What follows belongs to an exercise in optimizing a design on an open flow for small area; a production flow would make more cautious choices.
In this exercise RTL edits were held to simulation tests only and were not proved equivalent to the original.
Power figures rest on the tool's default switching activity, not on a simulated workload.

==> flow/design.v (excerpt) <==
module Cricket(
    input clk_fpga,
    input reset,
    input btnU,
    input sw,
    output dp,
    output [6:0] seg,
    output [3:0] an,
    output [15:0] led
    );
    reg [11:0] count;
    reg new_press, stable, now_stable;
    wire cnt_low0 = (count[10:0] == 11'd0);
    wire cnt_term = ~count[11] & cnt_low0;
    wire cnt_fb = (count[11] & ~cnt_low0) ^ count[7] ^ count[1] ^ count[0];
    wire cnt_clr = reset | (btnU != new_press);
    always @(posedge clk_fpga) begin
        count <= cnt_clr ? 12'h001 : {count[10:0], cnt_fb};
        if (reset) begin
            new_press <= 0;
            stable <= 0;
        end else if (btnU == new_press) begin
            if (cnt_term)
                stable <= btnU;
        end else
            new_press <= btnU;
    end
    always @(posedge clk_fpga)
        now_stable <= stable;
    wire delivery = stable & ~now_stable;
    reg [5:1] shift;
    always @(posedge clk_fpga) begin
        if (reset) shift <= 5'b11111;
        else shift <= {shift[1] ^ shift[4], shift[5:2]};
    end
    wire [3:0] q  = {shift[3:1], shift[5] ^ shift[3]};
    wire [3:0] qp = {shift[2:1], shift[5] ^ shift[3], shift[4] ^ shift[2]};    
    reg [8:0] cnt;      
    reg [2:0] ph;       
    reg [4:0] hb;       
    wire cnt_end = (cnt == 9'd33);      
    always @(posedge clk_fpga) begin
        if (reset) begin
            cnt <= 0;
            ph <= 3'd1;
            hb <= 0;
        end else if (cnt_end) begin
            cnt <= 0;
            ph <= ph + 1'b1;
            hb <= (hb == 5'd20) ? 5'd0 : {hb[3:0], ~(hb[4] ^ hb[2])};    
  ...
Size: roughly 570 cells after synthesis, roughly 90 flip-flops, roughly 32 I/O pins.
export LEC_CHECK = 0
export CAP_MARGIN = 20
export CORE_MARGIN = 2
export CORE_UTILIZATION = 70
export CTS_CLUSTER_DIAMETER = 200
export CTS_CLUSTER_SIZE = 50
export SLEW_MARGIN = 20
create_clock -name core_clock -period 12.0 [get_ports {clk_fpga}]
standard.sh (not shown) runs the stock make flow with config.mk's settings and CLKGATE_MAP_FILE= SYNTH_SCRIPT=/design/flow/synth_recipe.tcl, a recipe that flattens the netlist after the stock synthesis.
==> flow/flow/run.sh <==
#!/bin/bash
# Own layout flow: the standard ORFS flow (standard.sh), with the synthesis
# mapped for area instead of speed (the 12 ns clock leaves ample slack):
#  - abc maps the combinational logic with an area-oriented script
#    (abc_area_own.script, used in place of ORFS's abc_speed.script),
#  - Yosys's adder cells (ha/fa) are not pre-placed, so abc maps adders too,
#  - the port buffers are the smallest buffer, sky130_fd_sc_hd__buf_1,
#  - CTS arguments from cts_args.txt, if present.
# Registers, their names and cell types are the standard synthesis's.
# Every tool's output goes to the ORFS logs under orfs/logs/ and to flow.log here.
set -euo pipefail
WORK=$(pwd)
SC="$WORK/scripts_own"
rm -rf "$SC"
cp -r "$FLOW_HOME/scripts" "$SC"
cp "$WORK/flow/abc_area_own.script" "$SC/abc_speed.script"
ARGS=("SCRIPTS_DIR=$SC" "ADDER_MAP_FILE=" "BUFFER_PORTS_ARGS=-buffer_cell sky130_fd_sc_hd__buf_1")
if [[ -f "$WORK/flow/cts_args.txt" ]]; then
    ARGS+=("CTS_ARGS=$(cat "$WORK/flow/cts_args.txt")")
fi
bash "$WORK/standard.sh" "${ARGS[@]}" finish > "$WORK/flow.log" 2>&1
==> flow/flow/abc_area_own.script <==
strash
balance
rewrite -l
refactor -l
balance -l
rewrite -l
rewrite -z -l
balance -l
refactor -z -l
rewrite -z -l
balance -l
dch -f
amap
strash
dch -f
amap
topo
==> flow/flow/cts_args.txt <==
-sink_clustering_enable -repair_clock_nets -dont_use_dummy_load -buf_list sky130_fd_sc_hd__clkbuf_4 -root_buf sky130_fd_sc_hd__clkbuf_8
Next try:
--- a/flow/flow/abc_area_own.script
+++ b/flow/flow/abc_area_own.script
@@ -1,2 +1,13 @@
+strash
+balance
+rewrite -l
+refactor -l
+balance -l
+rewrite -l
+rewrite -z -l
+balance -l
+refactor -z -l
+rewrite -z -l
+balance -l
 strash
 balance
==> flow/flow/cts_args.txt (replaced) <==
-sink_clustering_enable -repair_clock_nets -dont_use_dummy_load -sink_clustering_size 50 -sink_clustering_max_diameter 200
--- a/flow/config.mk
+++ b/flow/config.mk
@@ -8,5 +8,5 @@
 export CAP_MARGIN = 20
 export CORE_MARGIN = 2
-export CORE_UTILIZATION = 70
+export CORE_UTILIZATION = 40
 export CTS_CLUSTER_DIAMETER = 200
 export CTS_CLUSTER_SIZE = 50
What happened: Die area rises by 69%; routed wire length climbs by 2.5%; cell count goes up by 8.8%; core utilization shrinks by 33 points; combinational power is lower by 14%; critical path depth stays the same; worst hold slack barely changes.
Next try:
==> flow/flow/abc_area_own.script (replaced) <==
strash
balance
rewrite -l
refactor -l
balance -l
rewrite -l
rewrite -z -l
balance -l
refactor -z -l
rewrite -z -l
balance -l
dch -f
amap
strash
dch -f
amap
topo
--- a/flow/config.mk
+++ b/flow/config.mk
@@ -8,5 +8,5 @@
 export CAP_MARGIN = 20
 export CORE_MARGIN = 2
-export CORE_UTILIZATION = 40
+export CORE_UTILIZATION = 70
 export CTS_CLUSTER_DIAMETER = 200
 export CTS_CLUSTER_SIZE = 50
Effect: Hold slack barely changes; global-route usage is higher by 13 points; power increases by about 1%.
Next try:
--- a/flow/config.mk
+++ b/flow/config.mk
@@ -8,5 +8,5 @@
 export CAP_MARGIN = 20
 export CORE_MARGIN = 2
-export CORE_UTILIZATION = 70
+export CORE_UTILIZATION = 40
 export CTS_CLUSTER_DIAMETER = 200
 export CTS_CLUSTER_SIZE = 50
The changed run passed the timing, DRC and antenna checks. Combinational power shrinks by about 0.9%. Sequential cell count is unchanged. Design area grows by 1.6%. Setup slack got worse by 91 ps. Count of clock-buffer cells in the layout stays the same. Register-to-register slack is about the same.

========
build 16:
The RTL this note starts from:
==> flow/design.v <==
`timescale 1ns / 1ps
module Cricket(
    input clk_fpga,
    input reset,
    input btnU,
    input sw,
    output dp,
    output [6:0] seg,
    output [3:0] an,
    output [15:0] led
    );
    reg [11:0] count;
    reg new_press, stable, now_stable;
    wire cnt_low0 = (count[10:0] == 11'd0);
    wire cnt_term = count[11] & cnt_low0;
    always @(posedge clk_fpga) begin
        if (reset) begin
            count <= 0;
            new_press <= 0;
            stable <= 0;
        end else if (btnU == new_press) begin
            if (cnt_term)
                stable <= btnU;
            else
                count <= {count[10:0], count[11] ^ count[7] ^ count[1] ^ count[0] ^ cnt_low0};
        end else begin
            count <= 0;
            new_press <= btnU;
        end
    end
    always @(posedge clk_fpga)
        if (reset) now_stable <= 0;
        else now_stable <= stable;
    wire delivery = stable & ~now_stable;
    reg [5:0] shift;
    reg shift0_d;    
    always @(posedge clk_fpga) begin
        if (reset) shift <= 6'b111111;
        else shift <= {shift[1] ^ shift[4], shift[5:1]};
        shift0_d <= shift[0];
    end
    wire [3:0] q  = shift[3:0];
    wire [3:0] qp = {shift[2:0], shift0_d};    
    reg [8:0] cnt;      
    reg [2:0] ph;       
    reg [4:0] hb;       
    wire cnt_end = (cnt == 9'd33);      
    always @(posedge clk_fpga) begin
        if (reset) begin
            cnt <= 0;
            ph <= 3'd1;
            hb <= 0;
        end else if (cnt_end) begin
            cnt <= 0;
            ph <= ph + 1'b1;
            hb <= (hb == 5'd20) ? 5'd0 : {hb[3:0], ~(hb[4] ^ hb[2])};    
        end else
            cnt <= {cnt[7:0], ~(cnt[8] ^ cnt[4])};
    end
    wire [1:0] digit = ph[2:1];
    reg [4:0] sc;
    wire sc_step = (ph == 3'd5) && (hb == 5'd0) && (cnt == 9'd0);    
    always @(posedge clk_fpga) begin
        if (reset)
            sc <= 0;
        else if (sc_step)
            sc <= (sc == 5'd14) ? 5'd31 : (sc == 5'd31) ? 5'd15 : sc + 1'b1;
    end
    reg [15:0] scroll;
    integer i;
    always @(*) begin
        for (i = 0; i < 16; i = i + 1)
            scroll[i] = sc[4] ? (sc[3:0] != i) : ((sc[3:0] > i) || (sc[3:0] == 4'd15));
    end
    reg [1:0] t1h, t2h;          
    reg [3:0] t1t, t2t;          
    reg [3:0] t1o, t2o;          
    reg [3:0] t1w, t2w;          
    reg [6:0] b1, b2;            
    reg selD;                    
    reg selL;                    
    reg pend;                    
    reg pendb;                   
    reg G;                       
    reg inningOver;
    wire [1:0] ch = selD ? t2h : t1h;
    wire [3:0] ct = selD ? t2t : t1t;
    wire [3:0] co = selD ? t2o : t1o;
    wire [3:0] cw = selD ? t2w : t1w;
    wire [6:0] cb = selL ? b2 : b1;
    wire over1 = (t1w >= 4'd10) || (b1 >= 7'd120);
    wire over2 = (t2w >= 4'd10) || (b2 >= 7'd120);
    wire gameOver = G | (over1 & over2);
    wire winner = ~({t1h, t1t, t1o} > {t2h, t2t, t2o});
    reg [2:0] d;
    always @(*) begin
        case (qp)
            3, 4, 5, 6: d = 3'd1;
            7, 8, 9:    d = 3'd2;
            10:         d = 3'd3;
            11:         d = 3'd4;
            12:         d = 3'd6;
            default:    d = 3'd0;
        endcase
    end
    wire wk = (qp == 4'd15);
    wire [4:0] o_sum = co + d;
    wire o_carry = (o_sum >= 5'd10);
    wire wrap = (ch == 2'd2) && (ct == 4'd5) && (o_sum >= 5'd6);
    wire [3:0] n_o = wrap ? o_sum - 5'd6 : o_carry ? o_sum - 5'd10 : o_sum[3:0];
    wire t_carry = o_carry && (ct == 4'd9);
    wire [3:0] n_t = (wrap || t_carry) ? 4'd0 : ct + o_carry;
    wire [1:0] n_h = wrap ? 2'd0 : ch + t_carry;
    wire [3:0] n_w = cw + wk;
    always @(posedge clk_fpga) begin
        if (reset) begin
            t1h <= 0; t1t <= 0; t1o <= 0; t1w <= 0;
            t2h <= 0; t2t <= 0; t2o <= 0; t2w <= 0;
            b1 <= 0; b2 <= 0;
            selD <= 0; selL <= 0;
            pend <= 0; pendb <= 0;
            G <= 0;
        end else begin
            if (pend && !selD) begin
                t1h <= n_h; t1t <= n_t; t1o <= n_o; t1w <= n_w;
            end
            if (pend && selD) begin
                t2h <= n_h; t2t <= n_t; t2o <= n_o; t2w <= n_w;
            end
            if (pendb && !selL) b1 <= cb + 1'b1;
            if (pendb && selL) b2 <= cb + 1'b1;
            if (!(delivery && cw >= 4'd10)) selD <= sw;
            if (!(delivery && inningOver)) selL <= sw;
            pend <= delivery && !gameOver && (cw < 4'd10);
            pendb <= delivery && !gameOver && !inningOver && (q != 4'd13) && (q != 4'd14);
            G <= gameOver;
        end
    end
    always @(posedge clk_fpga)
        inningOver <= !reset && ((cw >= 4'd10) || (cb >= 7'd120));
    assign led = G ? scroll : {9'd0, cb};
    reg [3:0] nd;
    always @(*) begin
        case (digit)
            2'd0: nd = (cw >= 4'd10) ? cw - 4'd10 : cw;
            2'd1: nd = co;
            2'd2: nd = ct;
            2'd3: nd = {2'b00, ch};
        endcase
    end
    reg [6:0] seg_n;        
    always @(*) begin
        case (nd)
            0: seg_n = 7'b100_0000;
            1: seg_n = 7'b111_1001;
            2: seg_n = 7'b010_0100;
            3: seg_n = 7'b011_0000;
            4: seg_n = 7'b001_1001;
            5: seg_n = 7'b001_0010;
            6: seg_n = 7'b000_0010;
            7: seg_n = 7'b111_1000;
            8: seg_n = 7'b000_0000;
            9: seg_n = 7'b001_0000;
            default: seg_n = 7'b000_1000;
        endcase
    end
    reg [6:0] seg_go;       
    always @(*) begin
        case (digit)
            2'd1: seg_go = winner ? 7'b010_0100 : 7'b111_1001;
            2'd3: seg_go = 7'b000_0111;
            default: seg_go = 7'b100_0000;
        endcase
    end
    reg [6:0] seg_io;       
    always @(*) begin
        case (digit)
            2'd0: seg_io = 7'b111_1101;
            2'd1: seg_io = 7'b100_0000;
            2'd2: seg_io = 7'b100_1111;
            2'd3: seg_io = 7'b101_1111;
        endcase
    end
    wire [6:0] segs = gameOver ? seg_go : inningOver ? seg_io : seg_n;
    assign seg = segs;
    assign an = ~(4'b0001 << digit);
    assign dp = ~(digit == 2'd1);
endmodule
clock: 12.0 ns
lec_check: 0
cap_margin: 20
core_margin: 2
core_utilization: 40
cts_cluster_diameter: 200
cts_cluster_size: 50
slew_margin: 20
==> flow/flow/abc_area_own.script <==
strash
dch -f
amap
strash
dch -f
amap
topo
==> flow/flow/cts_args.txt <==
-repair_clock_nets -dont_use_dummy_load
Scripts as last shown in full above: flow/flow/run.sh
What build 59 does differently from build 16 at the input level:
Settings: putting CTS_BUF_LIST at sky130_fd_sc_hd__clkbuf_8 where nothing was set; swapping 40 for 65 in CORE_UTILIZATION.
==> flow/flow/run.sh <==
#!/bin/bash
# Own layout flow: the standard ORFS flow (standard.sh), with the synthesis
# mapped for area instead of speed (the 12 ns clock leaves ample slack):
#  - abc maps the combinational logic with an area-oriented script (amap),
#  - Yosys's adder cells (ha/fa) are not pre-placed, so abc maps adders too,
#  - the port buffers are the smallest buffer, sky130_fd_sc_hd__buf_1.
# Registers, their names and cell types are the standard synthesis's.
# Every tool's output goes to the ORFS logs under orfs/logs/ and to flow.log here.
set -euo pipefail
WORK=$(pwd)
SC="$WORK/scripts_own"
rm -rf "$SC"
cp -r "$FLOW_HOME/scripts" "$SC"
cp "$WORK/flow/abc_area_own.script" "$SC/abc_speed.script"
bash "$WORK/standard.sh" \
    "SCRIPTS_DIR=$SC" \
    "ADDER_MAP_FILE=" \
    "BUFFER_PORTS_ARGS=-buffer_cell sky130_fd_sc_hd__buf_1" \
    finish > "$WORK/flow.log" 2>&1
removed: flow/flow/cts_args.txt
Results
Comparing the two runs side by side, build 59 comes out behind build 16 on post-layout minimum cycle time.
The final reports for build 59 and build 16 show sum of routed wire length over all layers lower in the former.
In build 59 relative to build 16, summed area of non-filler cells in the final layout had gone up slightly.
The non-clock buffer count in build 59 was lower than what build 16 gave.
Edits applied to the flow inputs when going from build 59 to build 54:
Settings: changing CORE_UTILIZATION from 65 to 40; removing CTS_BUF_LIST (formerly sky130_fd_sc_hd__clkbuf_8).
==> flow/flow/run.sh <==
#!/bin/bash
# Own layout flow: the standard ORFS flow (standard.sh), with the synthesis
# mapped for area instead of speed (the 12 ns clock leaves ample slack):
#  - abc maps the combinational logic with an area-oriented script
#    (abc_area_own.script, used in place of ORFS's abc_speed.script),
#  - Yosys's adder cells (ha/fa) are not pre-placed, so abc maps adders too,
#  - the port buffers are the smallest buffer, sky130_fd_sc_hd__buf_1,
#  - CTS arguments from cts_args.txt, if present.
# Registers, their names and cell types are the standard synthesis's.
# Every tool's output goes to the ORFS logs under orfs/logs/ and to flow.log here.
set -euo pipefail
WORK=$(pwd)
SC="$WORK/scripts_own"
rm -rf "$SC"
cp -r "$FLOW_HOME/scripts" "$SC"
cp "$WORK/flow/abc_area_own.script" "$SC/abc_speed.script"
ARGS=("SCRIPTS_DIR=$SC" "ADDER_MAP_FILE=" "BUFFER_PORTS_ARGS=-buffer_cell sky130_fd_sc_hd__buf_1")
if [[ -f "$WORK/flow/cts_args.txt" ]]; then
    ARGS+=("CTS_ARGS=$(cat "$WORK/flow/cts_args.txt")")
fi
bash "$WORK/standard.sh" "${ARGS[@]}" finish > "$WORK/flow.log" 2>&1
==> flow/flow/cts_args.txt (new file) <==
-sink_clustering_enable -repair_clock_nets -dont_use_dummy_load -sink_clustering_size 50 -sink_clustering_max_diameter 200
Notes after the runs:
- Higher final instance count without filler cells was reported by build 54, not build 59.
- Relative to build 59, wire length has gone up in build 54.
- Last weighted congestion value of the routability-driven placer: build 54 higher than build 59
Edits applied to the flow inputs when going from build 54 to build 97:
==> flow/flow/run.sh <==
#!/bin/bash
# Own layout flow: the standard ORFS flow (standard.sh), with the synthesis
# mapped for area instead of speed (the 12 ns clock leaves ample slack):
#  - abc maps the combinational logic with an area-oriented script (amap),
#  - Yosys's adder cells (ha/fa) are not pre-placed, so abc maps adders too,
#  - the port buffers are the smallest buffer, sky130_fd_sc_hd__buf_1.
# Registers, their names and cell types are the standard synthesis's.
# Every tool's output goes to the ORFS logs under orfs/logs/ and to flow.log here.
set -euo pipefail
WORK=$(pwd)
SC="$WORK/scripts_own"
rm -rf "$SC"
cp -r "$FLOW_HOME/scripts" "$SC"
cp "$WORK/flow/abc_area_own.script" "$SC/abc_speed.script"
bash "$WORK/standard.sh" \
    "SCRIPTS_DIR=$SC" \
    "ADDER_MAP_FILE=" \
    "BUFFER_PORTS_ARGS=-buffer_cell sky130_fd_sc_hd__buf_1" \
    finish > "$WORK/flow.log" 2>&1
removed: flow/flow/cts_args.txt
Notes after the runs:
met1 global-route usage ends up lower on build 54.
Final cell area excluding filler cells in build 97 is 1.6% above build 54.
Against build 54, build 97 reports a routed wire length that is higher.
Going from build 54 to build 97, final total power moved up, wire length of the first global-routing pass moved up, time the worst path needs with I/O delays and setup moved up.
On worst hold slack, the lower figure sits with build 54, not build 97.
Final worst-path setup slack, build 97 and build 54, lower one = build 97.
What build 73 does differently from build 97 at the input level:
==> flow/flow/run.sh <==
#!/bin/bash
# Own layout flow: the standard ORFS flow (standard.sh), with the synthesis
# mapped for area instead of speed (the 12 ns clock leaves ample slack):
#  - abc maps the combinational logic with an area-oriented script
#    (abc_area_own.script, used in place of ORFS's abc_speed.script),
#  - Yosys's adder cells (ha/fa) are not pre-placed, so abc maps adders too,
#  - the port buffers are the smallest buffer, sky130_fd_sc_hd__buf_1,
#  - CTS arguments from cts_args.txt, if present.
# Registers, their names and cell types are the standard synthesis's.
# Every tool's output goes to the ORFS logs under orfs/logs/ and to flow.log here.
set -euo pipefail
WORK=$(pwd)
SC="$WORK/scripts_own"
rm -rf "$SC"
cp -r "$FLOW_HOME/scripts" "$SC"
cp "$WORK/flow/abc_area_own.script" "$SC/abc_speed.script"
ARGS=("SCRIPTS_DIR=$SC" "ADDER_MAP_FILE=" "BUFFER_PORTS_ARGS=-buffer_cell sky130_fd_sc_hd__buf_1")
if [[ -f "$WORK/flow/cts_args.txt" ]]; then
    ARGS+=("CTS_ARGS=$(cat "$WORK/flow/cts_args.txt")")
fi
bash "$WORK/standard.sh" "${ARGS[@]}" finish > "$WORK/flow.log" 2>&1
==> flow/flow/cts_args.txt (new file) <==
-sink_clustering_enable -repair_clock_nets -dont_use_dummy_load -sink_clustering_size 30 -sink_clustering_max_diameter 100 -buf_list sky130_fd_sc_hd__clkbuf_8
==> run notes <==
Build 73 ends up with lower cell area than build 97 does.
First-pass GRT wire length (build 73 over build 97): decrease, 0.51%
Build 73 vs build 97: clock share of power down
Reported for build 73 and build 97, number of gates on the worst path with buffers counted turned out identical to the last digit.
Re clock-buffer cell count: no difference whatsoever between build 97 and build 73.
Against build 97, build 73 comes in 0.5 points higher on portion of total power attributed to combinational logic.
Against build 97, wire length in build 73 came out better.
Maximum frequency of build 73 exceeds that of build 97 slightly.
Build 73 gives less final critical path time including I/O delays and setup than build 97 did.
Peak supply drop was lower in the run labelled build 73.

-- re-timing with driven ports --
Ports are ideal in the flow. The routed layouts listed here were re-timed in OpenROAD.
Step 1: set_driving_cell puts a clkbuf_16 on clk_fpga and a buf_2 on each other input, an assumption about the parent block.
Step 2, shift: input delay + t, output delay - t, t = (earliest + latest rising clock arrival at the registers) / 2. This alone moves slack from input paths to output paths.
Three values: no drivers, after step 1, after step 2; two values: the first two.
run | t (ns) | setup slack, ns | worst setup path at the end | pins driven straight from the clock port
the first run of note 1 | 0.374 | 5.800 / 5.769 / 6.143 | register to output | 1
the second run of note 1 | 0.381 | 5.627 / 5.594 / 5.975 | register to output | 1
the third run of note 1 | 0.374 | 5.800 / 5.769 / 6.143 | register to output | 1
the fourth run of note 1 | 0.382 | 5.709 / 5.671 / 6.053 | register to output | 1
build 16 | 0.398 | 5.544 / 5.512 / 5.910 | register to output | 1
build 59 | 0.384 | 5.317 / 5.282 / 5.666 | register to output | 1
build 54 | 0.398 | 5.544 / 5.512 / 5.910 | register to output | 1
build 97 | 0.412 | 5.474 / 5.442 / 5.854 | register to output | 1
build 73 | 0.398 | 5.544 / 5.512 / 5.910 | register to output | 1
After both steps setup and hold are still met in every run listed.
